Source: an optimization exercise on an open RTL-to-GDS flow (aim: small area and a short achievable clock period). Production flows keep margins and buffers that such runs may drop. For this run, only the layout was checked, not whether the RTL still works. Power figures rest on the tool's default switching activity, not on a simulated workload.

$ cat flow/flow/run.sh
#!/bin/bash
# Standard ORFS layout with the standard synthesis unchanged. Port buffers are
# sky130_fd_sc_hd__buf_2, and timing repair is asked to reach a setup slack of
# 11.95 ns at the design's own clock period and constraints.
set -euo pipefail
export SETUP_SLACK_MARGIN=11.95
export BUFFER_PORTS_ARGS="-buffer_cell sky130_fd_sc_hd__buf_2"
bash standard.sh synth > synth.log 2>&1
bash standard.sh > layout.log 2>&1
$ cat flow/config.mk
export PLATFORM = sky130hd
export DESIGN_NAME = RGB_to_Gray
export DESIGN_NICKNAME = RGB_to_Gray
export VERILOG_FILES = /design/flow/design.v
export SDC_FILE = /design/flow/constraint.sdc
export NUM_CORES = 8
export LEC_CHECK = 0
export CAP_MARGIN = 20
export CORE_MARGIN = 2
export CORE_UTILIZATION = 60
export CTS_BUF_LIST = sky130_fd_sc_hd__clkbuf_8
export PLACE_DENSITY = 0.75
export SLEW_MARGIN = 20
export SYNTH_HIERARCHICAL = 1
export SYNTH_MINIMUM_KEEP_SIZE = 0
$ cat flow/constraint.sdc
create_clock -name core_clock -period 16.0 [get_ports {CLK}]
set_input_delay 3.2000 -clock core_clock [delete_from_list [all_inputs] [get_ports {CLK}]]
set_output_delay 3.2000 -clock core_clock [all_outputs]
set_load 0.01 [all_outputs]
$ cat flow/standard.sh
#!/bin/bash
# synth_recipe.tcl (not shown) runs the flow's synth.tcl, then flattens the netlist and writes it again
# the make line also repeats each setting of config.mk as NAME=value (left out here)
make -C /OpenROAD-flow-scripts/flow DESIGN_CONFIG=/design/flow/config.mk WORK_HOME=/design/flow/orfs CLKGATE_MAP_FILE= SYNTH_SCRIPT=/design/flow/synth_recipe.tcl "${@:-finish}"
$ cat flow/design.v
module RGB_to_Gray(input CLK, input [7:0] R, input [7:0] G, input [7:0] B, input In_Valid, output reg [7:0] Gray, output reg Out_Valid);
    reg [7:0] r, g, b; reg v0;
    always @(posedge CLK) begin r <= R; g <= G; b <= B; v0 <= In_Valid; end
    wire w8 = ({r[7], r[6], r[5], r[4], r[3], r[2], r[1], r[0]} >= 8'd2);
    wire w9 = ({r[7], r[6], r[5], r[4], r[3], r[2], r[1], r[0]} >= 8'd4);
    wire w10 = ({r[7], r[6], r[5], r[4], r[3], r[2], r[1], r[0]} >= 8'd7);
    wire w11 = ({r[7], r[6], r[5], r[4], r[3], r[2], r[1], r[0]} >= 8'd14);
    wire w12 = ({r[7], r[6], r[5], r[4], r[3], r[2], r[1], r[0]} >= 8'd27);
    wire w13 = ({r[7], r[6], r[5], r[4], r[3], r[2], r[1], r[0]} >= 8'd54);
    wire w14 = ({r[7], r[6], r[5], r[4], r[3], r[2], r[1], r[0]} >= 8'd108);
    wire w15 = ({r[7], r[6], r[5], r[4], r[3], r[2], r[1], r[0]} >= 8'd215);
    wire w24 = ({g[7], g[6], g[5], g[4], g[3], g[2], g[1], g[0]} >= 8'd2);
    wire w25 = ({g[7], g[6], g[5], g[4], g[3], g[2], g[1], g[0]} >= 8'd4);
    wire w26 = ({g[7], g[6], g[5], g[4], g[3], g[2], g[1], g[0]} >= 8'd7);
    wire w27 = ({g[7], g[6], g[5], g[4], g[3], g[2], g[1], g[0]} >= 8'd14);
    wire w28 = ({g[7], g[6], g[5], g[4], g[3], g[2], g[1], g[0]} >= 8'd28);
    wire w29 = ({g[7], g[6], g[5], g[4], g[3], g[2], g[1], g[0]} >= 8'd55);
    wire w30 = ({g[7], g[6], g[5], g[4], g[3], g[2], g[1], g[0]} >= 8'd110);
    wire w31 = ({g[7], g[6], g[5], g[4], g[3], g[2], g[1], g[0]} >= 8'd219);
    wire w41 = ({b[7], b[6], b[5], b[4], b[3], b[2], b[1], b[0]} >= 8'd3);
    wire w42 = ({b[7], b[6], b[5], b[4], b[3], b[2], b[1], b[0]} >= 8'd5);
    wire w43 = ({b[7], b[6], b[5], b[4], b[3], b[2], b[1], b[0]} >= 8'd9);
    wire w44 = ({b[7], b[6], b[5], b[4], b[3], b[2], b[1], b[0]} >= 8'd18);
    wire w45 = ({b[7], b[6], b[5], b[4], b[3], b[2], b[1], b[0]} >= 8'd36);
    wire w46 = ({b[7], b[6], b[5], b[4], b[3], b[2], b[1], b[0]} >= 8'd71);
    wire w47 = ({b[7], b[6], b[5], b[4], b[3], b[2], b[1], b[0]} >= 8'd141);
    wire w48_0, w48_1; ha u48 (r[2], r[1], w48_0, w48_1);
    wire w49_0, w49_1; fa u49 (r[3], r[2], r[1], w49_0, w49_1);
    wire w50_0, w50_1; fa u50 (r[4], r[3], r[2], w50_0, w50_1);
    wire w51_0, w51_1; fa u51 (r[5], r[4], r[3], w51_0, w51_1);
    wire w52_0, w52_1; fa u52 (r[6], r[5], r[4], w52_0, w52_1);
    wire w53_0, w53_1; fa u53 (r[7], r[6], r[5], w53_0, w53_1);
    wire w54_0, w54_1; ha u54 (r[1], r[0], w54_0, w54_1);
    wire w55_0, w55_1; fa u55 (r[0], w48_0, w11, w55_0, w55_1);
    wire w56_0, w56_1; fa u56 (w48_1, w12, w49_0, w56_0, w56_1);
    wire w57_0, w57_1; fa u57 (w49_1, w13, w50_0, w57_0, w57_1);
    wire w58_0, w58_1; fa u58 (w50_1, w14, w51_0, w58_0, w58_1);
    wire w59_0, w59_1; fa u59 (w51_1, w15, w52_0, w59_0, w59_1);
    wire w60_0, w60_1; fa u60 (r[0], w52_1, w53_0, w60_0, w60_1);
    wire w61_0, w61_1; ha u61 (r[0], w9, w61_0, w61_1);
    wire w62_0, w62_1; fa u62 (w54_0, w10, w61_1, w62_0, w62_1);
    wire w63_0, w63_1; fa u63 (w54_1, w55_0, w62_1, w63_0, w63_1);
    wire w64_0, w64_1; fa u64 (w55_1, w56_0, w63_1, w64_0, w64_1);
    wire w65_0, w65_1; fa u65 (w56_1, w57_0, w64_1, w65_0, w65_1);
    wire w66_0, w66_1; fa u66 (w57_1, w58_0, w65_1, w66_0, w66_1);
    wire w67_0, w67_1; fa u67 (w58_1, w59_0, w66_1, w67_0, w67_1);
    wire w68_0, w68_1; fa u68 (p59_1_1, p60_0_1, p67_1_1, w68_0, w68_1);
    wire w69_0, w69_1; ha u69 (g[4], g[0], w69_0, w69_1);
    wire w70_0, w70_1; fa u70 (g[5], g[1], w31, w70_0, w70_1);
    wire w71_0, w71_1; fa u71 (g[6], g[2], g[0], w71_0, w71_1);
    wire w72_0, w72_1; ha u72 (g[0], w26, w72_0, w72_1);
    wire w73_0, w73_1; fa u73 (g[1], w27, w72_1, w73_0, w73_1);
    wire w74_0, w74_1; fa u74 (g[2], w28, w73_1, w74_0, w74_1);
    wire w75_0, w75_1; fa u75 (g[3], w29, w74_1, w75_0, w75_1);
    wire w76_0, w76_1; fa u76 (w69_0, w30, w75_1, w76_0, w76_1);
    wire w77_0, w77_1; fa u77 (w69_1, w70_0, w76_1, w77_0, w77_1);
    wire w78_0, w78_1; fa u78 (p70_1_1, p71_0_1, p77_1_1, w78_0, w78_1);
    wire w79 = ~w8;
    wire w80 = w61_0 & w79;
    wire w81 = ~w24;
    wire w82 = w25 & w81;
    wire w83 = ~w9;
    wire w84 = w62_0 & w83;
    wire w85 = ~w25;
    wire w86 = w72_0 & w85;
    wire w87 = ~w10;
    wire w88 = w63_0 & w87;
    wire w89 = ~w26;
    wire w90 = w73_0 & w89;
    wire w91 = ~w11;
    wire w92 = w64_0 & w91;
    wire w93 = ~w27;
    wire w94 = w74_0 & w93;
    wire w95 = ~w12;
    wire w96 = w65_0 & w95;
    wire w97 = ~w28;
    wire w98 = w75_0 & w97;
    wire w99 = ~w13;
    wire w100 = w66_0 & w99;
    wire w101 = ~w29;
    wire w102 = w76_0 & w101;
    wire w103 = ~w14;
    wire w104 = w67_0 & w103;
    wire w105 = ~w30;
    wire w106 = w77_0 & w105;
    wire w107 = ~p15_0_1;
    wire w108 = w68_0 & w107;
    wire w109 = ~p31_0_1;
    wire w110 = w78_0 & w109;
    wire w111_0, w111_1; ha u111 (r[7], r[6], w111_0, w111_1);
    wire w112_0, w112_1; fa u112 (r[7], r[2], r[0], w112_0, w112_1);
    wire w113_0, w113_1; fa u113 (g[7], g[3], g[1], w113_0, w113_1);
    wire w114_0, w114_1; fa u114 (r[3], r[1], r[0], w114_0, w114_1);
    wire w115_0, w115_1; fa u115 (r[4], r[2], r[1], w115_0, w115_1);
    wire w116_0, w116_1; fa u116 (r[5], r[3], r[2], w116_0, w116_1);
    wire w117_0, w117_1; ha u117 (r[0], g[6], w117_0, w117_1);
    wire w118_0, w118_1; fa u118 (r[6], r[4], r[3], w118_0, w118_1);
    wire w119_0, w119_1; fa u119 (r[1], g[7], g[5], w119_0, w119_1);
    wire w120_0, w120_1; fa u120 (r[7], r[5], r[4], w120_0, w120_1);
    wire w121_0, w121_1; ha u121 (r[2], g[6], w121_0, w121_1);
    wire w122_0, w122_1; fa u122 (r[6], r[5], r[3], w122_0, w122_1);
    wire w123_0, w123_1; ha u123 (g[7], g[6], w123_0, w123_1);
    wire w124_0, w124_1; fa u124 (r[7], r[6], r[4], w124_0, w124_1);
    wire w125_0, w125_1; ha u125 (r[0], g[7], w125_0, w125_1);
    wire w126_0, w126_1; ha u126 (r[7], r[5], w126_0, w126_1);
    wire w127_0, w127_1; ha u127 (r[5], r[2], w127_0, w127_1);
    wire w128_0, w128_1; fa u128 (r[6], r[3], r[2], w128_0, w128_1);
    wire w129_0, w129_1; fa u129 (r[7], r[4], r[3], w129_0, w129_1);
    wire w130_0, w130_1; fa u130 (r[5], r[4], r[1], w130_0, w130_1);
    wire w131_0, w131_1; fa u131 (r[6], r[5], r[2], w131_0, w131_1);
    wire w132_0, w132_1; ha u132 (r[7], r[6], w132_0, w132_1);
    wire w133_0, w133_1; fa u133 (r[1], w111_0, w53_1, w133_0, w133_1);
    wire w134_0, w134_1; fa u134 (g[0], w111_1, w71_1, w134_0, w134_1);
    wire w135_0, w135_1; ha u135 (w112_0, w113_0, w135_0, w135_1);
    wire w136_0, w136_1; fa u136 (g[4], g[2], g[1], w136_0, w136_1);
    wire w137_0, w137_1; fa u137 (w112_1, w113_1, w114_0, w137_0, w137_1);
    wire w138_0, w138_1; fa u138 (g[5], g[3], g[2], w138_0, w138_1);
    wire w139_0, w139_1; fa u139 (g[0], w114_1, w115_0, w139_0, w139_1);
    wire w140_0, w140_1; fa u140 (g[4], g[3], g[1], w140_0, w140_1);
    wire w141_0, w141_1; fa u141 (w117_0, w115_1, w116_0, w141_0, w141_1);
    wire w142_0, w142_1; fa u142 (g[4], g[2], w117_1, w142_0, w142_1);
    wire w143_0, w143_1; fa u143 (w116_1, w118_0, w119_0, w143_0, w143_1);
    wire w144_0, w144_1; fa u144 (g[5], g[3], w121_0, w144_0, w144_1);
    wire w145_0, w145_1; fa u145 (w118_1, w119_1, w120_0, w145_0, w145_1);
    wire w146_0, w146_1; fa u146 (g[4], g[0], w121_1, w146_0, w146_1);
    wire w147_0, w147_1; fa u147 (w123_0, w120_1, w122_0, w147_0, w147_1);
    wire w148_0, w148_1; fa u148 (g[5], g[1], w123_1, w148_0, w148_1);
    wire w149_0, w149_1; fa u149 (w125_0, w122_1, w124_0, w149_0, w149_1);
    wire w150_0, w150_1; fa u150 (r[1], g[6], g[2], w150_0, w150_1);
    wire w151_0, w151_1; fa u151 (w125_1, w126_0, w124_1, w151_0, w151_1);
    wire w152_0, w152_1; fa u152 (r[6], r[2], g[7], w152_0, w152_1);
    wire w153_0, w153_1; fa u153 (g[3], g[0], w126_1, w153_0, w153_1);
    wire w154_0, w154_1; fa u154 (r[7], r[3], r[0], w154_0, w154_1);
    wire w155_0, w155_1; fa u155 (g[4], g[1], g[0], w155_0, w155_1);
    wire w156_0, w156_1; fa u156 (r[4], r[1], r[0], w156_0, w156_1);
    wire w157_0, w157_1; fa u157 (g[5], g[2], g[1], w157_0, w157_1);
    wire w158_0, w158_1; fa u158 (r[1], g[6], g[3], w158_0, w158_1);
    wire w159_0, w159_1; fa u159 (g[2], g[0], w127_0, w159_0, w159_1);
    wire w160_0, w160_1; fa u160 (g[7], g[4], g[3], w160_0, w160_1);
    wire w161_0, w161_1; fa u161 (g[1], w127_1, w128_0, w161_0, w161_1);
    wire w162_0, w162_1; fa u162 (r[0], g[5], g[4], w162_0, w162_1);
    wire w163_0, w163_1; fa u163 (g[2], w128_1, w129_0, w163_0, w163_1);
    wire w164_0, w164_1; fa u164 (g[6], g[5], g[3], w164_0, w164_1);
    wire w165_0, w165_1; fa u165 (g[0], w129_1, w130_0, w165_0, w165_1);
    wire w166_0, w166_1; fa u166 (g[7], g[6], g[4], w166_0, w166_1);
    wire w167_0, w167_1; fa u167 (g[1], w130_1, w131_0, w167_0, w167_1);
    wire w168_0, w168_1; fa u168 (r[3], g[7], g[5], w168_0, w168_1);
    wire w169_0, w169_1; fa u169 (g[2], w132_0, w131_1, w169_0, w169_1);
    wire w170_0, w170_1; fa u170 (r[7], r[4], g[6], w170_0, w170_1);
    wire w171_0, w171_1; ha u171 (g[3], w132_1, w171_0, w171_1);
    wire w172_0, w172_1; ha u172 (r[5], g[7], w172_0, w172_1);
    wire w173_0, w173_1; ha u173 (w133_0, w60_1, w173_0, w173_1);
    wire w174_0, w174_1; fa u174 (w133_1, w135_0, w134_0, w174_0, w174_1);
    wire w175_0, w175_1; fa u175 (w136_0, w135_1, w134_1, w175_0, w175_1);
    wire w176_0, w176_1; fa u176 (w136_1, w138_0, w137_1, w176_0, w176_1);
    wire w177_0, w177_1; fa u177 (w138_1, w140_0, w139_1, w177_0, w177_1);
    wire w178_0, w178_1; fa u178 (w140_1, w142_0, w141_1, w178_0, w178_1);
    wire w179_0, w179_1; fa u179 (w142_1, w144_0, w143_1, w179_0, w179_1);
    wire w180_0, w180_1; fa u180 (w144_1, w146_0, w145_1, w180_0, w180_1);
    wire w181_0, w181_1; fa u181 (w146_1, w148_0, w147_1, w181_0, w181_1);
    wire w182_0, w182_1; fa u182 (w150_0, w148_1, w149_1, w182_0, w182_1);
    wire w183_0, w183_1; fa u183 (w150_1, w152_0, w153_0, w183_0, w183_1);
    wire w184_0, w184_1; fa u184 (w152_1, w154_0, w155_0, w184_0, w184_1);
    wire w185_0, w185_1; fa u185 (w154_1, w155_1, w156_0, w185_0, w185_1);
    wire w186_0, w186_1; fa u186 (w156_1, w157_1, w158_0, w186_0, w186_1);
    wire w187_0, w187_1; fa u187 (w158_1, w160_0, w159_1, w187_0, w187_1);
    wire w188_0, w188_1; fa u188 (w160_1, w162_0, w161_1, w188_0, w188_1);
    wire w189_0, w189_1; fa u189 (w162_1, w164_0, w163_1, w189_0, w189_1);
    wire w190_0, w190_1; fa u190 (w164_1, w166_0, w165_1, w190_0, w190_1);
    wire w191_0, w191_1; fa u191 (w166_1, w168_0, w167_1, w191_0, w191_1);
    wire w192_0, w192_1; fa u192 (w168_1, w170_0, w171_0, w192_0, w192_1);
    wire w193_0, w193_1; fa u193 (g[4], w172_0, w170_1, w193_0, w193_1);
    wire w194_0, w194_1; ha u194 (r[6], g[5], w194_0, w194_1);
    wire w195_0, w195_1; ha u195 (p173_0_1, w110, w195_0, w195_1);
    wire w196_0, w196_1; fa u196 (p173_1_1, p174_0_1, w78_1, w196_0, w196_1);
    wire w197_0, w197_1; fa u197 (w137_0, w174_1, w175_0, w197_0, w197_1);
    wire w198_0, w198_1; fa u198 (w139_0, w175_1, w176_0, w198_0, w198_1);
    wire w199_0, w199_1; fa u199 (w141_0, w176_1, w177_0, w199_0, w199_1);
    wire w200_0, w200_1; fa u200 (w143_0, w177_1, w178_0, w200_0, w200_1);
    wire w201_0, w201_1; fa u201 (w145_0, w178_1, w179_0, w201_0, w201_1);
    wire w202_0, w202_1; fa u202 (w147_0, w179_1, w180_0, w202_0, w202_1);
    wire w203_0, w203_1; fa u203 (w149_0, w180_1, w181_0, w203_0, w203_1);
    wire w204_0, w204_1; fa u204 (w151_0, w181_1, w182_0, w204_0, w204_1);
    wire w205_0, w205_1; fa u205 (w151_1, w183_0, w182_1, w205_0, w205_1);
    wire w206_0, w206_1; fa u206 (w153_1, w184_0, w183_1, w206_0, w206_1);
    wire w207_0, w207_1; fa u207 (w157_0, w184_1, w185_0, w207_0, w207_1);
    wire w208_0, w208_1; fa u208 (w159_0, w185_1, w186_0, w208_0, w208_1);
    wire w209_0, w209_1; fa u209 (w186_1, w161_0, w187_0, w209_0, w209_1);
    wire w210_0, w210_1; fa u210 (w163_0, w187_1, w188_0, w210_0, w210_1);
    wire w211_0, w211_1; fa u211 (w165_0, w188_1, w189_0, w211_0, w211_1);
    wire w212_0, w212_1; fa u212 (w167_0, w189_1, w190_0, w212_0, w212_1);
    wire w213_0, w213_1; fa u213 (w169_0, w190_1, w191_0, w213_0, w213_1);
    wire w214_0, w214_1; fa u214 (w169_1, w192_0, w191_1, w214_0, w214_1);
    wire w215_0, w215_1; fa u215 (w171_1, w193_0, w192_1, w215_0, w215_1);
    wire w216_0, w216_1; fa u216 (w172_1, w194_0, w193_1, w216_0, w216_1);
    wire w217_0, w217_1; fa u217 (r[7], g[6], w194_1, w217_0, w217_1);
    wire w219 = w205_1 & w206_0;
    wire w220 = w206_1 | w207_0;
    wire w221 = w206_1 & w207_0;
    wire w222 = w207_1 | w208_0;
    wire w223 = w207_1 & w208_0;
    wire w224 = w208_1 | w209_0;
    wire w225 = w208_1 & w209_0;
    wire w226 = w209_1 | w210_0;
    wire w227 = w209_1 & w210_0;
    wire w228 = w210_1 | w211_0;
    wire w229 = w210_1 & w211_0;
    wire w230 = w211_1 | w212_0;
    wire w231 = w211_1 & w212_0;
    wire w232 = w212_1 | w213_0;
    wire w233 = w212_1 & w213_0;
    wire w234 = p213_1_1 | p214_0_1;
    wire w235 = p213_1_1 & p214_0_1;
    wire w236 = p214_1_1 | p215_0_1;
    wire w237 = p214_1_1 & p215_0_1;
    wire w238 = p215_1_1 | p216_0_1;
    wire w239 = p215_1_1 & p216_0_1;
    wire w240 = p216_1_1 | p217_0_1;
    wire w241 = p216_1_1 & p217_0_1;
    wire w242 = p217_1_1 | p23_0_1;
    wire w243 = p217_1_1 & p23_0_1;
    wire w244 = w221 | (w220 & w219);
    wire w246 = w225 | (w224 & w223);
    wire w247 = w224 & w222;
    wire w248 = w229 | (w228 & w227);
    wire w249 = w228 & w226;
    wire w250 = w233 | (w232 & w231);
    wire w251 = w232 & w230;
    wire w252 = w237 | (w236 & w235);
    wire w253 = w236 & w234;
    wire w254 = w241 | (w240 & w239);
    wire w255 = w240 & w238;
    wire w258 = w246 | (w247 & w244);
    wire w260 = w231 | (w230 & w248);
    wire w261 = w230 & w249;
    wire w262 = w250 | (w251 & w248);
    wire w263 = w251 & w249;
    wire w264 = w239 | (w238 & w252);
    wire w265 = w238 & w253;
    wire w266 = w254 | (w255 & w252);
    wire w267 = w255 & w253;
    wire w268 = w227 | (w226 & w258);
    wire w270 = w248 | (w249 & w258);
    wire w272 = w260 | (w261 & w258);
    wire w274 = w262 | (w263 & w258);
    wire w276 = w243 | (w242 & w266);
    wire w277 = w242 & w267;
    wire w278 = w235 | (w234 & p274_0_1);
    wire w280 = w252 | (w253 & p274_0_1);
    wire w282 = w264 | (w265 & p274_0_1);
    wire w284 = w266 | (w267 & p274_0_1);
    wire w286 = w276 | (w277 & p274_0_1);
    wire w288 = |{w210_1, w211_1, w212_1, w213_1, w214_1, w215_1, w216_1, w217_1, w211_0, w212_0, w213_0, w214_0, w215_0, w216_0, w217_0, g[7], w268};
    wire w289 = |{w211_1, w212_1, w213_1, w214_1, w215_1, w216_1, w217_1, w212_0, w213_0, w214_0, w215_0, w216_0, w217_0, g[7], w270};
    wire w290 = |{w212_1, w213_1, w214_1, w215_1, w216_1, w217_1, w213_0, w214_0, w215_0, w216_0, w217_0, g[7], w272};
    wire w291 = |{p213_1_1, p214_1_1, p215_1_1, p216_1_1, p217_1_1, p214_0_1, p215_0_1, p216_0_1, p217_0_1, p23_0_1, p274_0_1};
    wire w292 = |{p214_1_1, p215_1_1, p216_1_1, p217_1_1, p215_0_1, p216_0_1, p217_0_1, p23_0_1, w278};
    wire w293 = |{p215_1_1, p216_1_1, p217_1_1, p216_0_1, p217_0_1, p23_0_1, w280};
    wire w294 = |{p216_1_1, p217_1_1, p217_0_1, p23_0_1, w282};
    wire w295 = |{p217_1_1, p23_0_1, w284};
    wire w296 = |{w286};
    wire w297 = ~b[0];
    wire w298 = ~b[1];
    wire w299 = ~b[2];
    wire w300 = ~b[3];
    wire w301 = ~b[4];
    wire w302 = ~b[5];
    wire w303 = ~b[6];
    wire w304 = ~b[7];
    wire w305_0, w305_1; fa u305 (b[6], b[4], b[2], w305_0, w305_1);
    wire w306_0, w306_1; ha u306 (b[7], b[5], w306_0, w306_1);
    wire w307_0, w307_1; ha u307 (b[6], b[4], w307_0, w307_1);
    wire w308_0, w308_1; ha u308 (b[7], b[5], w308_0, w308_1);
    wire w309_0, w309_1; ha u309 (b[4], b[2], w309_0, w309_1);
    wire w310_0, w310_1; fa u310 (b[5], b[3], b[1], w310_0, w310_1);
    wire w311_0, w311_1; fa u311 (w297, w47, w305_0, w311_0, w311_1);
    wire w312_0, w312_1; fa u312 (b[3], w298, w306_0, w312_0, w312_1);
    wire w313_0, w313_1; fa u313 (b[0], w299, w306_1, w313_0, w313_1);
    wire w314_0, w314_1; fa u314 (b[1], w300, w307_1, w314_0, w314_1);
    wire w315_0, w315_1; fa u315 (b[6], b[2], w301, w315_0, w315_1);
    wire w316_0, w316_1; ha u316 (b[2], b[0], w316_0, w316_1);
    wire w317_0, w317_1; fa u317 (b[3], b[1], w44, w317_0, w317_1);
    wire w318_0, w318_1; fa u318 (b[0], w309_0, w45, w318_0, w318_1);
    wire w319_0, w319_1; fa u319 (w309_1, w46, w310_0, w319_0, w319_1);
    wire w320; xn u320 (w310_1, w311_0, w320);
    wire w321 = w310_1 | w311_0;
    wire w322_0, w322_1; fa u322 (w305_1, w312_0, w311_1, w322_0, w322_1);
    wire w323_0, w323_1; fa u323 (w307_0, w312_1, w313_0, w323_0, w323_1);
    wire w324_0, w324_1; fa u324 (w308_0, w313_1, w314_0, w324_0, w324_1);
    wire w325_0, w325_1; fa u325 (w308_1, w315_0, w314_1, w325_0, w325_1);
    wire w326_0, w326_1; ha u326 (b[0], w41, w326_0, w326_1);
    wire w327_0, w327_1; fa u327 (b[1], w42, w326_1, w327_0, w327_1);
    wire w328_0, w328_1; fa u328 (w316_0, w43, w327_1, w328_0, w328_1);
    wire w329_0, w329_1; fa u329 (w316_1, w317_0, w328_1, w329_0, w329_1);
    wire w330_0, w330_1; fa u330 (w317_1, w318_0, w329_1, w330_0, w330_1);
    wire w331_0, w331_1; fa u331 (w318_1, w319_0, w330_1, w331_0, w331_1);
    wire w332_0, w332_1; fa u332 (w319_1, w320, w331_1, w332_0, w332_1);
    wire w333_0, w333_1; fa u333 (p321_0_1, p322_0_1, p332_1_1, w333_0, w333_1);
    wire w334_0, w334_1; fa u334 (p322_1_1, p323_0_1, w333_1, w334_0, w334_1);
    wire w335_0, w335_1; fa u335 (p323_1_1, p324_0_1, w334_1, w335_0, w335_1);
    wire w336_0, w336_1; fa u336 (p324_1_1, p325_0_1, w335_1, w336_0, w336_1);
    wire w337 = ~w42;
    wire w338 = w328_0 & w337;
    wire w339 = p338_0_1 & p288_0_1;
    wire w340 = ~w339;
    wire w341 = ~w43;
    wire w342 = w329_0 & w341;
    wire w343 = w342 & w289;
    wire w344 = ~w343;
    wire w345 = ~w44;
    wire w346 = w330_0 & w345;
    wire w347 = w346 & w290;
    wire w348 = ~p347_0_1;
    wire w349 = ~w45;
    wire w350 = w331_0 & w349;
    wire w351 = p350_0_1 & w291;
    wire w352 = ~w351;
    wire w353 = ~w46;
    wire w354 = w332_0 & w353;
    wire w355 = p354_0_1 & w292;
    wire w356 = ~w355;
    wire w357 = ~p47_0_1;
    wire w358 = w333_0 & w357;
    wire w359 = w358 & w293;
    wire w360 = ~w359;
    wire w361 = w334_0 & w294;
    wire w362 = ~w361;
    wire w363 = w335_0 & w295;
    wire w364 = ~w363;
    wire w365 = w336_0 & w296;
    wire w366 = ~w365;
    wire w367_0, w367_1; fa u367 (b[7], b[3], w302, w367_0, w367_1);
    wire w368_0, w368_1; ha u368 (w297, w315_1, w368_0, w368_1);
    wire w369_0, w369_1; ha u369 (b[4], w303, w369_0, w369_1);
    wire w370_0, w370_1; ha u370 (b[7], b[5], w370_0, w370_1);
    wire w371_0, w371_1; ha u371 (b[6], b[1], w371_0, w371_1);
    wire w372_0, w372_1; ha u372 (b[7], b[2], w372_0, w372_1);
    wire w373_0, w373_1; fa u373 (w367_0, w368_0, w325_1, w373_0, w373_1);
    wire w374_0, w374_1; fa u374 (w298, w369_0, w367_1, w374_0, w374_1);
    wire w375_0, w375_1; ha u375 (w368_1, w197_0, w375_0, w375_1);
    wire w376_0, w376_1; fa u376 (b[5], w304, w299, w376_0, w376_1);
    wire w377_0, w377_1; fa u377 (w369_1, w197_1, w198_0, w377_0, w377_1);
    wire w378_0, w378_1; fa u378 (b[6], w300, w198_1, w378_0, w378_1);
    wire w379 = ~w199_0;
    wire w380_0, w380_1; fa u380 (b[7], w301, w297, w380_0, w380_1);
    wire w381_0, w381_1; ha u381 (w199_1, w200_0, w381_0, w381_1);
    wire w382_0, w382_1; fa u382 (w302, w298, w200_1, w382_0, w382_1);
    wire w383_0, w383_1; fa u383 (b[0], w303, w299, w383_0, w383_1);
    wire w384_0, w384_1; fa u384 (b[1], w304, w300, w384_0, w384_1);
    wire w385_0, w385_1; fa u385 (b[2], b[0], w301, w385_0, w385_1);
    wire w386_0, w386_1; ha u386 (w203_1, w204_0, w386_0, w386_1);
    wire w387_0, w387_1; fa u387 (b[3], b[1], w302, w387_0, w387_1);
    wire w388; xn u388 (w204_1, w205_0, w388);
    wire w389 = w204_1 | w205_0;
    wire w390_0, w390_1; fa u390 (b[4], b[2], w303, w390_0, w390_1);
    wire w391_0, w391_1; fa u391 (w297, w206_0, w205_1, w391_0, w391_1);
    wire w392_0, w392_1; fa u392 (b[5], b[3], w304, w392_0, w392_1);
    wire w393_0, w393_1; fa u393 (w298, w207_0, w206_1, w393_0, w393_1);
    wire w394_0, w394_1; fa u394 (b[6], b[4], w299, w394_0, w394_1);
    wire w395; xn u395 (w207_1, w208_0, w395);
    wire w396 = w207_1 | w208_0;
    wire w397_0, w397_1; fa u397 (b[0], w300, w370_0, w397_0, w397_1);
    wire w398; xn u398 (w208_1, w209_0, w398);
    wire w399 = w208_1 | w209_0;
    wire w400_0, w400_1; fa u400 (w301, w370_1, w371_0, w400_0, w400_1);
    wire w401; xn u401 (w209_1, w210_0, w401);
    wire w402 = w209_1 | w210_0;
    wire w403_0, w403_1; fa u403 (w302, w371_1, w372_0, w403_0, w403_1);
    wire w404; xn u404 (w210_1, w211_0, w404);
    wire w405 = w210_1 | w211_0;
    wire w406_0, w406_1; fa u406 (b[3], w303, w372_1, w406_0, w406_1);
    wire w407; xn u407 (w211_1, w212_0, w407);
    wire w408 = w211_1 | w212_0;
    wire w409_0, w409_1; fa u409 (b[4], w304, w212_1, w409_0, w409_1);
    wire w410 = ~w213_0;
    wire w411_0, w411_1; ha u411 (b[5], w213_1, w411_0, w411_1);
    wire w412_0, w412_1; ha u412 (p38_0_1, p215_0_1, w412_0, w412_1);
    wire w413_0, w413_1; ha u413 (p39_0_1, p216_0_1, w413_0, w413_1);
    wire w414_0, w414_1; ha u414 (p80_0_1, p338_0_1, w414_0, w414_1);
    wire w415_0, w415_1; fa u415 (w82, w84, w342, w415_0, w415_1);
    wire w416_0, w416_1; fa u416 (w86, w88, w346, w416_0, w416_1);
    wire w417_0, w417_1; fa u417 (w90, w92, w350, w417_0, w417_1);
    wire w418_0, w418_1; fa u418 (p94_0_1, p96_0_1, p354_0_1, w418_0, w418_1);
    wire w419_0, w419_1; fa u419 (p98_0_1, p100_0_1, w358, w419_0, w419_1);
    wire w420_0, w420_1; fa u420 (p102_0_1, p104_0_1, w334_0, w420_0, w420_1);
    wire w421_0, w421_1; fa u421 (p106_0_1, w108, w335_0, w421_0, w421_1);
    wire w422_0, w422_1; fa u422 (w68_1, w195_0, w336_0, w422_0, w422_1);
    wire w423_0, w423_1; fa u423 (p373_0_1, w196_0, w195_1, w423_0, w423_1);
    wire w424_0, w424_1; fa u424 (w374_0, w373_1, w375_0, w424_0, w424_1);
    wire w425_0, w425_1; fa u425 (w376_0, w374_1, w375_1, w425_0, w425_1);
    wire w426_0, w426_1; fa u426 (w376_1, w379, w377_1, w426_0, w426_1);
    wire w427_0, w427_1; fa u427 (w380_0, w199_0, w378_1, w427_0, w427_1);
    wire w428_0, w428_1; fa u428 (w380_1, w201_0, w381_1, w428_0, w428_1);
    wire w429_0, w429_1; fa u429 (w383_0, w201_1, w202_0, w429_0, w429_1);
    wire w430_0, w430_1; fa u430 (w383_1, w384_0, w202_1, w430_0, w430_1);
    wire w431_0, w431_1; fa u431 (w384_1, w385_0, w386_0, w431_0, w431_1);
    wire w432_0, w432_1; fa u432 (w385_1, w387_0, w388, w432_0, w432_1);
    wire w433_0, w433_1; fa u433 (w387_1, w390_0, w389, w433_0, w433_1);
    wire w434_0, w434_1; fa u434 (w390_1, w392_0, w393_0, w434_0, w434_1);
    wire w435_0, w435_1; fa u435 (w392_1, w394_0, w395, w435_0, w435_1);
    wire w436_0, w436_1; fa u436 (w394_1, w397_0, w396, w436_0, w436_1);
    wire w437_0, w437_1; fa u437 (w397_1, w400_0, w399, w437_0, w437_1);
    wire w438_0, w438_1; fa u438 (w400_1, w403_0, w402, w438_0, w438_1);
    wire w439_0, w439_1; fa u439 (w403_1, w406_0, w405, w439_0, w439_1);
    wire w440_0, w440_1; fa u440 (w406_1, w410, w408, w440_0, w440_1);
    wire w441_0, w441_1; fa u441 (w214_0, w213_0, w411_0, w441_0, w441_1);
    wire w442_0, w442_1; fa u442 (p214_1_1, w412_0, p411_1_1, w442_0, w442_1);
    wire w443_0, w443_1; fa u443 (p215_1_1, w413_0, w412_1, w443_0, w443_1);
    wire w444_0, w444_1; fa u444 (p217_0_1, p216_1_1, w413_1, w444_0, w444_1);
    wire w445_0, w445_1; ha u445 (p23_0_1, p217_1_1, w445_0, w445_1);
    wire w446_0, w446_1; ha u446 (w414_0, w340, w446_0, w446_1);
    wire w447_0, w447_1; fa u447 (w414_1, p415_0_1, p344_0_1, w447_0, w447_1);
    wire w448_0, w448_1; fa u448 (p415_1_1, p416_0_1, w348, w448_0, w448_1);
    wire w449_0, w449_1; fa u449 (p416_1_1, w352, p417_0_1, w449_0, w449_1);
    wire w450_0, w450_1; fa u450 (p417_1_1, w356, w418_0, w450_0, w450_1);
    wire w451_0, w451_1; fa u451 (w418_1, w360, w419_0, w451_0, w451_1);
    wire w452_0, w452_1; fa u452 (w419_1, w362, w420_0, w452_0, w452_1);
    wire w453_0, w453_1; fa u453 (w420_1, w364, w421_0, w453_0, w453_1);
    wire w454_0, w454_1; fa u454 (w421_1, w366, w422_0, w454_0, w454_1);
    wire w455_0, w455_1; fa u455 (w423_0, w336_1, w422_1, w455_0, w455_1);
    wire w456_0, w456_1; fa u456 (p424_0_1, w196_1, w423_1, w456_0, w456_1);
    wire w457_0, w457_1; fa u457 (w377_0, w424_1, w425_0, w457_0, w457_1);
    wire w458_0, w458_1; fa u458 (w378_0, w425_1, w426_0, w458_0, w458_1);
    wire w459_0, w459_1; fa u459 (w381_0, w426_1, w427_0, w459_0, w459_1);
    wire w460_0, w460_1; fa u460 (w382_0, w427_1, w428_0, w460_0, w460_1);
    wire w461_0, w461_1; fa u461 (w382_1, w429_0, w428_1, w461_0, w461_1);
    wire w462_0, w462_1; fa u462 (w203_0, w429_1, w430_0, w462_0, w462_1);
    wire w463; xn u463 (w430_1, w431_0, w463);
    wire w464 = w430_1 | w431_0;
    wire w465_0, w465_1; fa u465 (w386_1, w432_0, w431_1, w465_0, w465_1);
    wire w466_0, w466_1; fa u466 (w391_0, w432_1, w433_0, w466_0, w466_1);
    wire w467_0, w467_1; fa u467 (w391_1, w433_1, w434_0, w467_0, w467_1);
    wire w468_0, w468_1; fa u468 (w393_1, w435_0, w434_1, w468_0, w468_1);
    wire w469_0, w469_1; fa u469 (w398, w435_1, w436_0, w469_0, w469_1);
    wire w470_0, w470_1; fa u470 (w436_1, w401, w437_0, w470_0, w470_1);
    wire w471_0, w471_1; fa u471 (w404, w437_1, w438_0, w471_0, w471_1);
    wire w472_0, w472_1; fa u472 (w407, w438_1, w439_0, w472_0, w472_1);
    wire w473_0, w473_1; fa u473 (w409_0, w439_1, w440_0, w473_0, w473_1);
    wire w474_0, w474_1; fa u474 (w409_1, w440_1, w441_0, w474_0, w474_1);
    wire w475; xn u475 (p441_1_1, w442_0, w475);
    wire w476 = p441_1_1 | w442_0;
    wire w477; xn u477 (p443_0_1, p442_1_1, w477);
    wire w478 = p443_0_1 | p442_1_1;
    wire w479; xn u479 (w444_0, w443_1, w479);
    wire w480 = w444_0 | w443_1;
    wire w481; xn u481 (w445_0, w444_1, w481);
    wire w482 = w445_0 | w444_1;
    wire w483 = ~w445_1;
    wire w484 = w446_1 | w447_0;
    wire w485 = w446_1 & w447_0;
    wire w486 = w447_1 | w448_0;
    wire w487 = w447_1 & w448_0;
    wire w488 = w448_1 | w449_0;
    wire w489 = w448_1 & w449_0;
    wire w490 = w449_1 | w450_0;
    wire w491 = w449_1 & w450_0;
    wire w492 = w450_1 | w451_0;
    wire w493 = w450_1 & w451_0;
    wire w494 = w451_1 | w452_0;
    wire w495 = w451_1 & w452_0;
    wire w496 = w452_1 | w453_0;
    wire w497 = w452_1 & w453_0;
    wire w498 = w453_1 | w454_0;
    wire w499 = w453_1 & w454_0;
    wire w500 = w454_1 | w455_0;
    wire w501 = w454_1 & w455_0;
    wire w502 = w455_1 | w456_0;
    wire w503 = w455_1 & w456_0;
    wire w504 = w456_1 | p457_0_1;
    wire w505 = w456_1 & p457_0_1;
    wire w506 = p457_1_1 | p458_0_1;
    wire w507 = p457_1_1 & p458_0_1;
    wire w508 = w458_1 | w459_0;
    wire w509 = w458_1 & w459_0;
    wire w510 = p459_1_1 | p460_0_1;
    wire w511 = p459_1_1 & p460_0_1;
    wire w512 = w460_1 | w461_0;
    wire w513 = w460_1 & w461_0;
    wire w514 = w461_1 | w462_0;
    wire w515 = w461_1 & w462_0;
    wire w516 = w462_1 | w463;
    wire w517 = w462_1 & w463;
    wire w518 = p464_0_1 | p465_0_1;
    wire w519 = p464_0_1 & p465_0_1;
    wire w520 = w465_1 | w466_0;
    wire w521 = w465_1 & w466_0;
    wire w522 = w466_1 | w467_0;
    wire w523 = w466_1 & w467_0;
    wire w524 = w467_1 | w468_0;
    wire w525 = w467_1 & w468_0;
    wire w526 = w468_1 | w469_0;
    wire w527 = w468_1 & w469_0;
    wire w528 = p469_1_1 | p470_0_1;
    wire w529 = p469_1_1 & p470_0_1;
    wire w530 = p470_1_1 | p471_0_1;
    wire w531 = p470_1_1 & p471_0_1;
    wire w532_0, w532_1; ha u532 (p471_1_2, p472_0_2, w532_0, w532_1);
    wire w533_0, w533_1; ha u533 (p472_1_1, p473_0_1, w533_0, w533_1);
    wire w534_0, w534_1; ha u534 (p473_1_1, p474_0_1, w534_0, w534_1);
    wire w535_0, w535_1; ha u535 (p474_1_1, w475, w535_0, w535_1);
    wire w536_0, w536_1; ha u536 (p476_0_1, w477, w536_0, w536_1);
    wire w537_0, w537_1; ha u537 (w478, p479_0_1, w537_0, w537_1);
    wire w538_0, w538_1; ha u538 (w480, w481, w538_0, w538_1);
    wire w539_0, w539_1; ha u539 (w482, w483, w539_0, w539_1);
    wire w540 = w531 | (w530 & w529);
    wire w541 = w530 & w528;
    wire w542 = w527 | (w526 & w525);
    wire w543 = w526 & w524;
    wire w544 = w540 | (w541 & p542_0_1);
    wire w545 = w541 & p543_0_1;
    wire w546 = w523 | (w522 & w521);
    wire w547 = w522 & w520;
    wire w548 = p546_0_1 | (p547_0_1 & w519);
    wire w549 = p547_0_1 & w518;
    wire w550 = w544 | (w545 & w548);
    wire w551 = w545 & w549;
    wire w552 = w517 | (w516 & w515);
    wire w553 = w516 & w514;
    wire w554 = w552 | (w553 & w513);
    wire w555 = w553 & w512;
    wire w556 = w511 | (w510 & p509_0_1);
    wire w557 = w510 & p508_0_1;
    wire w558 = w556 | (w557 & w507);
    wire w559 = w557 & w506;
    wire w560 = p554_0_1 | (p555_0_1 & w558);
    wire w561 = p555_0_1 & w559;
    wire w562 = w550 | (w551 & w560);
    wire w563 = w551 & w561;
    wire w564 = w505 | (w504 & w503);
    wire w565 = w504 & w502;
    wire w566 = w564 | (w565 & w501);
    wire w567 = w565 & w500;
    wire w568 = w499 | (w498 & w497);
    wire w569 = w498 & w496;
    wire w570 = w568 | (w569 & w495);
    wire w571 = w569 & w494;
    wire w572 = w566 | (w567 & w570);
    wire w573 = w567 & w571;
    wire w574 = w493 | (w492 & w491);
    wire w575 = w492 & w490;
    wire w576 = w574 | (w575 & w489);
    wire w577 = w575 & w488;
    wire w578 = w487 | (w486 & w485);
    wire w579 = w486 & w484;
    wire w580 = w578 | (w579 & w446_0);
    wire w581 = w576 | (w577 & w580);
    wire w583 = w572 | (w573 & w581);
    wire w585 = p562_0_1 | (p563_0_1 & p583_0_1);
    wire w587 = p533_1_1 | (p533_0_1 & w532_1);
    wire w588 = p533_0_1 & w532_0;
    wire w589 = w535_1 | (w535_0 & w534_1);
    wire w590 = p535_0_1 & p534_0_1;
    wire w591 = w537_1 | (w537_0 & w536_1);
    wire w592 = w537_0 & w536_0;
    wire w595 = p534_1_1 | (p534_0_1 & w587);
    wire w596 = p534_0_1 & w588;
    wire w597 = p589_0_1 | (w590 & w587);
    wire w598 = w590 & w588;
    wire w599 = p538_1_1 | (p538_0_1 & w591);
    wire w600 = p538_0_1 & w592;
    wire w603 = w536_1 | (w536_0 & w597);
    wire w604 = w536_0 & w598;
    wire w605 = w591 | (w592 & w597);
    wire w606 = w592 & w598;
    wire w607 = w599 | (w600 & w597);
    wire w608 = w600 & w598;
    wire w611 = w532_1 | (w532_0 & w585);
    wire w612 = w587 | (w588 & w585);
    wire w613 = w595 | (w596 & w585);
    wire w614 = w597 | (w598 & w585);
    wire w615 = w603 | (w604 & w585);
    wire w616 = w605 | (w606 & w585);
    wire w617 = w607 | (w608 & w585);
    wire w619; xr u619 (w532_0, w585, w619);
    wire w620; xr u620 (p533_0_1, w611, w620);
    wire w621; xr u621 (p534_0_1, w612, w621);
    wire w622; xr u622 (p535_0_1, w613, w622);
    wire w623; xr u623 (w536_0, w614, w623);
    wire w624; xr u624 (w537_0, w615, w624);
    wire w625; xr u625 (p538_0_1, w616, w625);
    wire w626; xr u626 (p539_0_1, w617, w626);
    reg p23_0_1;
    reg p38_0_1;
    reg p39_0_1;
    reg p15_0_1;
    reg p59_1_1;
    reg p60_0_1;
    reg p67_1_1;
    reg p31_0_1;
    reg p70_1_1;
    reg p71_0_1;
    reg p77_1_1;
    reg p173_0_1;
    reg p173_1_1;
    reg p174_0_1;
    reg p213_1_1;
    reg p214_0_1;
    reg p214_1_1;
    reg p215_0_1;
    reg p215_1_1;
    reg p216_0_1;
    reg p216_1_1;
    reg p217_0_1;
    reg p217_1_1;
    reg p274_0_1;
    reg p47_0_1;
    reg p321_0_1;
    reg p322_0_1;
    reg p332_1_1;
    reg p322_1_1;
    reg p323_0_1;
    reg p323_1_1;
    reg p324_0_1;
    reg p324_1_1;
    reg p325_0_1;
    reg p338_0_1;
    reg p288_0_1;
    reg p347_0_1;
    reg p350_0_1;
    reg p354_0_1;
    reg p80_0_1;
    reg p94_0_1;
    reg p96_0_1;
    reg p98_0_1;
    reg p100_0_1;
    reg p102_0_1;
    reg p104_0_1;
    reg p106_0_1;
    reg p373_0_1;
    reg p411_1_1;
    reg p415_0_1;
    reg p344_0_1;
    reg p415_1_1;
    reg p416_0_1;
    reg p416_1_1;
    reg p417_0_1;
    reg p417_1_1;
    reg p424_0_1;
    reg p441_1_1;
    reg p443_0_1;
    reg p442_1_1;
    reg p457_0_1;
    reg p457_1_1;
    reg p458_0_1;
    reg p459_1_1;
    reg p460_0_1;
    reg p464_0_1;
    reg p465_0_1;
    reg p469_1_1;
    reg p470_0_1;
    reg p470_1_1;
    reg p471_0_1;
    reg p471_1_1;
    reg p471_1_2;
    reg p472_0_1;
    reg p472_0_2;
    reg p472_1_1;
    reg p473_0_1;
    reg p473_1_1;
    reg p474_0_1;
    reg p474_1_1;
    reg p476_0_1;
    reg p479_0_1;
    reg p542_0_1;
    reg p543_0_1;
    reg p546_0_1;
    reg p547_0_1;
    reg p509_0_1;
    reg p508_0_1;
    reg p554_0_1;
    reg p555_0_1;
    reg p562_0_1;
    reg p563_0_1;
    reg p583_0_1;
    reg p533_1_1;
    reg p533_0_1;
    reg p535_0_1;
    reg p534_1_1;
    reg p534_0_1;
    reg p589_0_1;
    reg p538_1_1;
    reg p538_0_1;
    reg p539_0_1;
    always @(posedge CLK) begin
        p23_0_1 <= g[7];
        p38_0_1 <= b[6];
        p39_0_1 <= b[7];
        p15_0_1 <= w15;
        p59_1_1 <= w59_1;
        p60_0_1 <= w60_0;
        p67_1_1 <= w67_1;
        p31_0_1 <= w31;
        p70_1_1 <= w70_1;
        p71_0_1 <= w71_0;
        p77_1_1 <= w77_1;
        p173_0_1 <= w173_0;
        p173_1_1 <= w173_1;
        p174_0_1 <= w174_0;
        p213_1_1 <= w213_1;
        p214_0_1 <= w214_0;
        p214_1_1 <= w214_1;
        p215_0_1 <= w215_0;
        p215_1_1 <= w215_1;
        p216_0_1 <= w216_0;
        p216_1_1 <= w216_1;
        p217_0_1 <= w217_0;
        p217_1_1 <= w217_1;
        p274_0_1 <= w274;
        p47_0_1 <= w47;
        p321_0_1 <= w321;
        p322_0_1 <= w322_0;
        p332_1_1 <= w332_1;
        p322_1_1 <= w322_1;
        p323_0_1 <= w323_0;
        p323_1_1 <= w323_1;
        p324_0_1 <= w324_0;
        p324_1_1 <= w324_1;
        p325_0_1 <= w325_0;
        p338_0_1 <= w338;
        p288_0_1 <= w288;
        p347_0_1 <= w347;
        p350_0_1 <= w350;
        p354_0_1 <= w354;
        p80_0_1 <= w80;
        p94_0_1 <= w94;
        p96_0_1 <= w96;
        p98_0_1 <= w98;
        p100_0_1 <= w100;
        p102_0_1 <= w102;
        p104_0_1 <= w104;
        p106_0_1 <= w106;
        p373_0_1 <= w373_0;
        p411_1_1 <= w411_1;
        p415_0_1 <= w415_0;
        p344_0_1 <= w344;
        p415_1_1 <= w415_1;
        p416_0_1 <= w416_0;
        p416_1_1 <= w416_1;
        p417_0_1 <= w417_0;
        p417_1_1 <= w417_1;
        p424_0_1 <= w424_0;
        p441_1_1 <= w441_1;
        p443_0_1 <= w443_0;
        p442_1_1 <= w442_1;
        p457_0_1 <= w457_0;
        p457_1_1 <= w457_1;
        p458_0_1 <= w458_0;
        p459_1_1 <= w459_1;
        p460_0_1 <= w460_0;
        p464_0_1 <= w464;
        p465_0_1 <= w465_0;
        p469_1_1 <= w469_1;
        p470_0_1 <= w470_0;
        p470_1_1 <= w470_1;
        p471_0_1 <= w471_0;
        p471_1_1 <= w471_1;
        p471_1_2 <= p471_1_1;
        p472_0_1 <= w472_0;
        p472_0_2 <= p472_0_1;
        p472_1_1 <= w472_1;
        p473_0_1 <= w473_0;
        p473_1_1 <= w473_1;
        p474_0_1 <= w474_0;
        p474_1_1 <= w474_1;
        p476_0_1 <= w476;
        p479_0_1 <= w479;
        p542_0_1 <= w542;
        p543_0_1 <= w543;
        p546_0_1 <= w546;
        p547_0_1 <= w547;
        p509_0_1 <= w509;
        p508_0_1 <= w508;
        p554_0_1 <= w554;
        p555_0_1 <= w555;
        p562_0_1 <= w562;
        p563_0_1 <= w563;
        p583_0_1 <= w583;
        p533_1_1 <= w533_1;
        p533_0_1 <= w533_0;
        p535_0_1 <= w535_0;
        p534_1_1 <= w534_1;
        p534_0_1 <= w534_0;
        p589_0_1 <= w589;
        p538_1_1 <= w538_1;
        p538_0_1 <= w538_0;
        p539_0_1 <= w539_0;
    end
    reg v1; always @(posedge CLK) v1 <= v0;
    reg v2; always @(posedge CLK) v2 <= v1;
    always @(posedge CLK) begin Gray <= {w626, w625, w624, w623, w622, w621, w620, w619}; Out_Valid <= v2; end
endmodule
module fa(input a, input b, input c, output s, output co);
    assign s = a ^ b ^ c;
    assign co = (a & b) | (a & c) | (b & c);
endmodule
module ha(input a, input b, output s, output co);
    assign s = a ^ b;
    assign co = a & b;
endmodule
module xr(input a, input b, output y);
    assign y = a ^ b;
endmodule
module xn(input a, input b, output y);
    assign y = ~(a ^ b);
endmodule
module ao(input g1, input p1, input g0, output y);
    assign y = g1 | (p1 & g0);
endmodule
module an2(input a, input b, output y);
    assign y = a & b;
endmodule
module or2(input a, input b, output y);
    assign y = a | b;
endmodule
==> impl_metrics.toml <==
[setup_path]
path_cells = "buf_6"
critPathCaptureType = "output pin"
worst-path-stages = 1
timing.critical_path.from_type = "flip-flop"
critPathSlowestCell = "dfxtp_2"
cp_max_fo = 1
path_delay_family = "flip-flops"
ff2ff_path_depth = 10
critical_path_class = "reg -> out"
regToRegSetupSlack_ns = 11.96
critical_path.reg2reg.endpoint = "p417_0_1$_DFF_P_"
worst_ep_arrival_time_ns = 0.87
worst_path_largest_cell_delay_ns = 0.32
worst_endpoint_required_time_ns = 12.80
cp.buffers_inverters = 1
critical_path.reg2reg.startpoint = "b[5]$_DFF_P_"

[floorplanning]
ioPinCount = 35
floorplan.initialDensity_pct = 61.40
die_height_um = 128.5
core_area_mm2 = 0.01515
die_width_um = 128.5
design.die.area_mm2 = 0.01651
site_rows = 45

[synth]
postSynthRegisterBits = 138
synth_sequential_area_ratio_pct = 29.71
post_synth_main_area_contributors = "fa_1, dfxtp_1, ha_1"
area_leader_netlist = "fa_1"
synth_area_per_cell_um2 = 14.11
yosys_warnings = 7
synth.net_count = 953
synth_top_area_share_pct = 47.58
synthCells = 659
count_of_flip_flops_with_a_built_in_enable_after_synthesis = 0
syn_area_mm2 = 0.009299
ys_types = 49
ys_async_sr_fraction_pct = 0
synth-main-ff-cell = "dfxtp_1"

[sta]
finalCritPeriodShare_pct = 25.42
clock_skew_ns = 0.01132
grt_setup_unrepaired = "yes"
max_freq_mhz = 245.8
timing.final.hold_violations = 0
worst_slew_margin_rel_pct = 54.19
finalWorstPathRequiredPeriod_ns = 4.068
setup_viol_count_final = 0
setup_tns_ns = 0
tightestPinTransition_ns = 0.6863
slew_violations = 0

[global_routing]
number_of_global_route_vias_before_repair = 6290
grt.overflow.total = 0
antenna_found_initial = 0
maximum_number_of_pins_on_one_net_before_global_route_repair = 17
grt_pass1_wl_mm = 32.63
grt.total_usage_pct = 27.08

[detailed_routing]
routed_vias = 5608
postRouteAntennaNets = 0
drt-wirelength-per-cell_um = 21.41
drt-initial-drc-count = 408
detail_route.drc_violations = 0
drtPass1Iterations = 5
via_count_normalized_by_instance_count = 5.830
detail_route.wirelength_mm = 20.59

[min_path]
hold_depth = 0
worstHoldStart = "v0$_DFF_P_"
endpoint_with_the_worst_hold_slack = "v1$_DFF_P_"
path_class_of_the_lowest_slack_min_delay_path = "reg -> reg"

[placed_design]
gpl.final_weighted_congestion = 0.8842
placed_cells = 882
detailed_place_hpwl_mm = 15.42
port_bufs = 34

[final_layout]
layout-area-overhead-vs-synth_pct = 14.64
antennaDiodeCount = 0
finish.cell_count_without_fillers = 962
finalNetCount = 1056
final_util_pct = 70.38
final_cell_mix = "fa_1, dfxtp_1, ha_1, buf_4, buf_2"
final_layout_size_suffix_gt1_share_pct = 24.03
layout.cells.most_common = "fa_1"

[clock_tree]
numCtsBuffers = 17
cts_root_buffer = "clkbuf_8"
cts_hold_buf = 0
cts-htree-levels = 4
worst_skew_pair.late_latency_ns = 0.44
clock_sinks = 138
cts_tree = "done"
maximum_count_of_clock_buffers_along_a_single_path = 2
path_clk_slew_ns = 0.07

[power]
power.density_cell_area_mw_per_mm2 = 186.0
ir_drop_uv = 122.8
p_leak_nw = 4.363

[job]
maxCapViolations = 0

[status]
run_status = "complete, no violations"
## registers in the layout, summed over array words and instances, names as in the netlist, 8 cells and up
| signal | flops |
|---|---|
| r | 8 |
| g | 8 |
| Gray | 8 |
| b | 8 |
## stage by stage
step	instance area, um2	worst slack [ns]	power (mW)	hold WS, ns
2_1_floorplan	9321	11.95	1.343	0.3096
3_3_place_gp	9734	11.73	1.589	0.3147
3_5_place_dp	9734	11.63	1.659	0.3150
4_1_cts	10470	11.82	1.962	0.3332
5_1_grt	10660	11.84	2.152	0.3424
6_report	10660	11.93	1.982	0.3297
## synth_stat cells, types with 10 or more instances
library cell	number
o21ai_0	10
a21oi_1	19
a31oi_1	14
dfxtp_1	138
xnor2_1	12
and3_1	12
nand2_1	25
fa_1	221
nor2_1	28
inv_1	21
or2_2	14
ha_1	47
## power by group
| part | switching [mW] | total, mW | internal [mW] |
|---|---|---|---|
| clock | 0.129 | 0.268 | 0.140 |
| combinational | 0.600 | 1.18 | 0.581 |
| sequential | 0.0704 | 0.533 | 0.463 |
| total | 0.799 | 1.98 | 1.18 |
## per-module statistics from Yosys, one instance, submodules excluded
module       copies in the design  flops+latches  area [um2]  cells
RGB_to_Gray                     1            138        4111    371
fa                            221              0       20.02      1
ha                             47              0       12.51      1
xn                             12              0       8.758      1
xr                              8              0       8.758      1
## metal layers
metal / share of wire (%) / routed length, um / vias to the layer above / global-route usage, %
li1: - / - / 2429 / -
met1: 39 / 8026 / 2917 / 34.23
met2: 51 / 10550 / 213 / 45.53
met3: 6.1 / 1264 / 49 / 6.362
met4: 3.6 / 750 / 0 / 11.32
met5: 0 / 0 / - / 0
## area by class of cell
| type | count | area (um2) |
|---|---|---|
| multi-input combinational | 500 | 6540 |
| clock buffer | 18 | 247.7 |
| tap | 188 | 235.2 |
| inverter | 21 | 90.09 |
| sequential | 138 | 2834 |
| clock inverter | 13 | 126.4 |
| fill | 1006 | 4486 |
| timing repair buffer | 84 | 586.8 |
## kinds of logic (layout without fill, tap and decap cells)
| group | Yosys count | count (layout) | synth area share, % |
|---|---|---|---|
| XOR/XNOR | 20 | 20 | 1.884 |
| adder cells (fa/ha/maj) | 278 | 278 | 55.02 |
| other | 1 | 1 | 0.04033 |
| AND/OR/NAND/NOR | 116 | 116 | 6.190 |
| buffers and inverters | 21 | 136 | 0.8477 |
| AO/OA/AOI/OAI | 85 | 85 | 6.311 |
| flip-flops | 138 | 138 | 29.71 |
## worst max path at each step
stage | from | endpoint | slack (ns)
floorplan | r[0]$_DFF_P_ | p554_0_1$_DFF_P_ | 11.95
global placement | b[6]$_DFF_P_ | p417_0_1$_DFF_P_ | 11.73
detailed placement | b[6]$_DFF_P_ | p417_0_1$_DFF_P_ | 11.63
CTS | b[4]$_DFF_P_ | p417_0_1$_DFF_P_ | 11.82
global route | b[5]$_DFF_P_ | p417_0_1$_DFF_P_ | 11.84
finish | Gray[6]$_DFF_P_ | Gray[6] | 11.93
## what timing repair did
action / CTS / global route
setup endpoints to repair: 20 / 20
pin swaps: 3 / 8
gates resized for setup: 28 / 25
buffers inserted: 34 / 15

separate check: timing with driven ports:
In the flow no input, the clock included, has a driving cell. The finished layout below was timed again as built, in two steps. Step 1 (the two cells are an assumption about what drives the block):
set clk [get_ports {CLK}]
set_driving_cell -lib_cell sky130_fd_sc_hd__clkbuf_16 $clk
set_driving_cell -lib_cell sky130_fd_sc_hd__buf_2 [delete_from_list [all_inputs] $clk]
Step 2 moves the port delays by t, midway between the first and last clock arrival at a register: inputs arrive t later, outputs are due t later. That takes back most of the time a late clock gives input paths. a / b / c = ideal ports / drivers / drivers and shift; a / b = the first two.
shift t [ns]: 0.478
slack for setup (ns): 11.932 / 11.893 / 11.965
hold WS [ns]: 0.330 / 0.330 / 0.330
worst register clock-pin slew, ns: 0.08 / 0.08
pins driven straight from the clock port: 1
After both steps this run still meets setup and hold. The setup slack of this run moves by -0.039 ns with the drivers and by +0.033 ns with both steps.
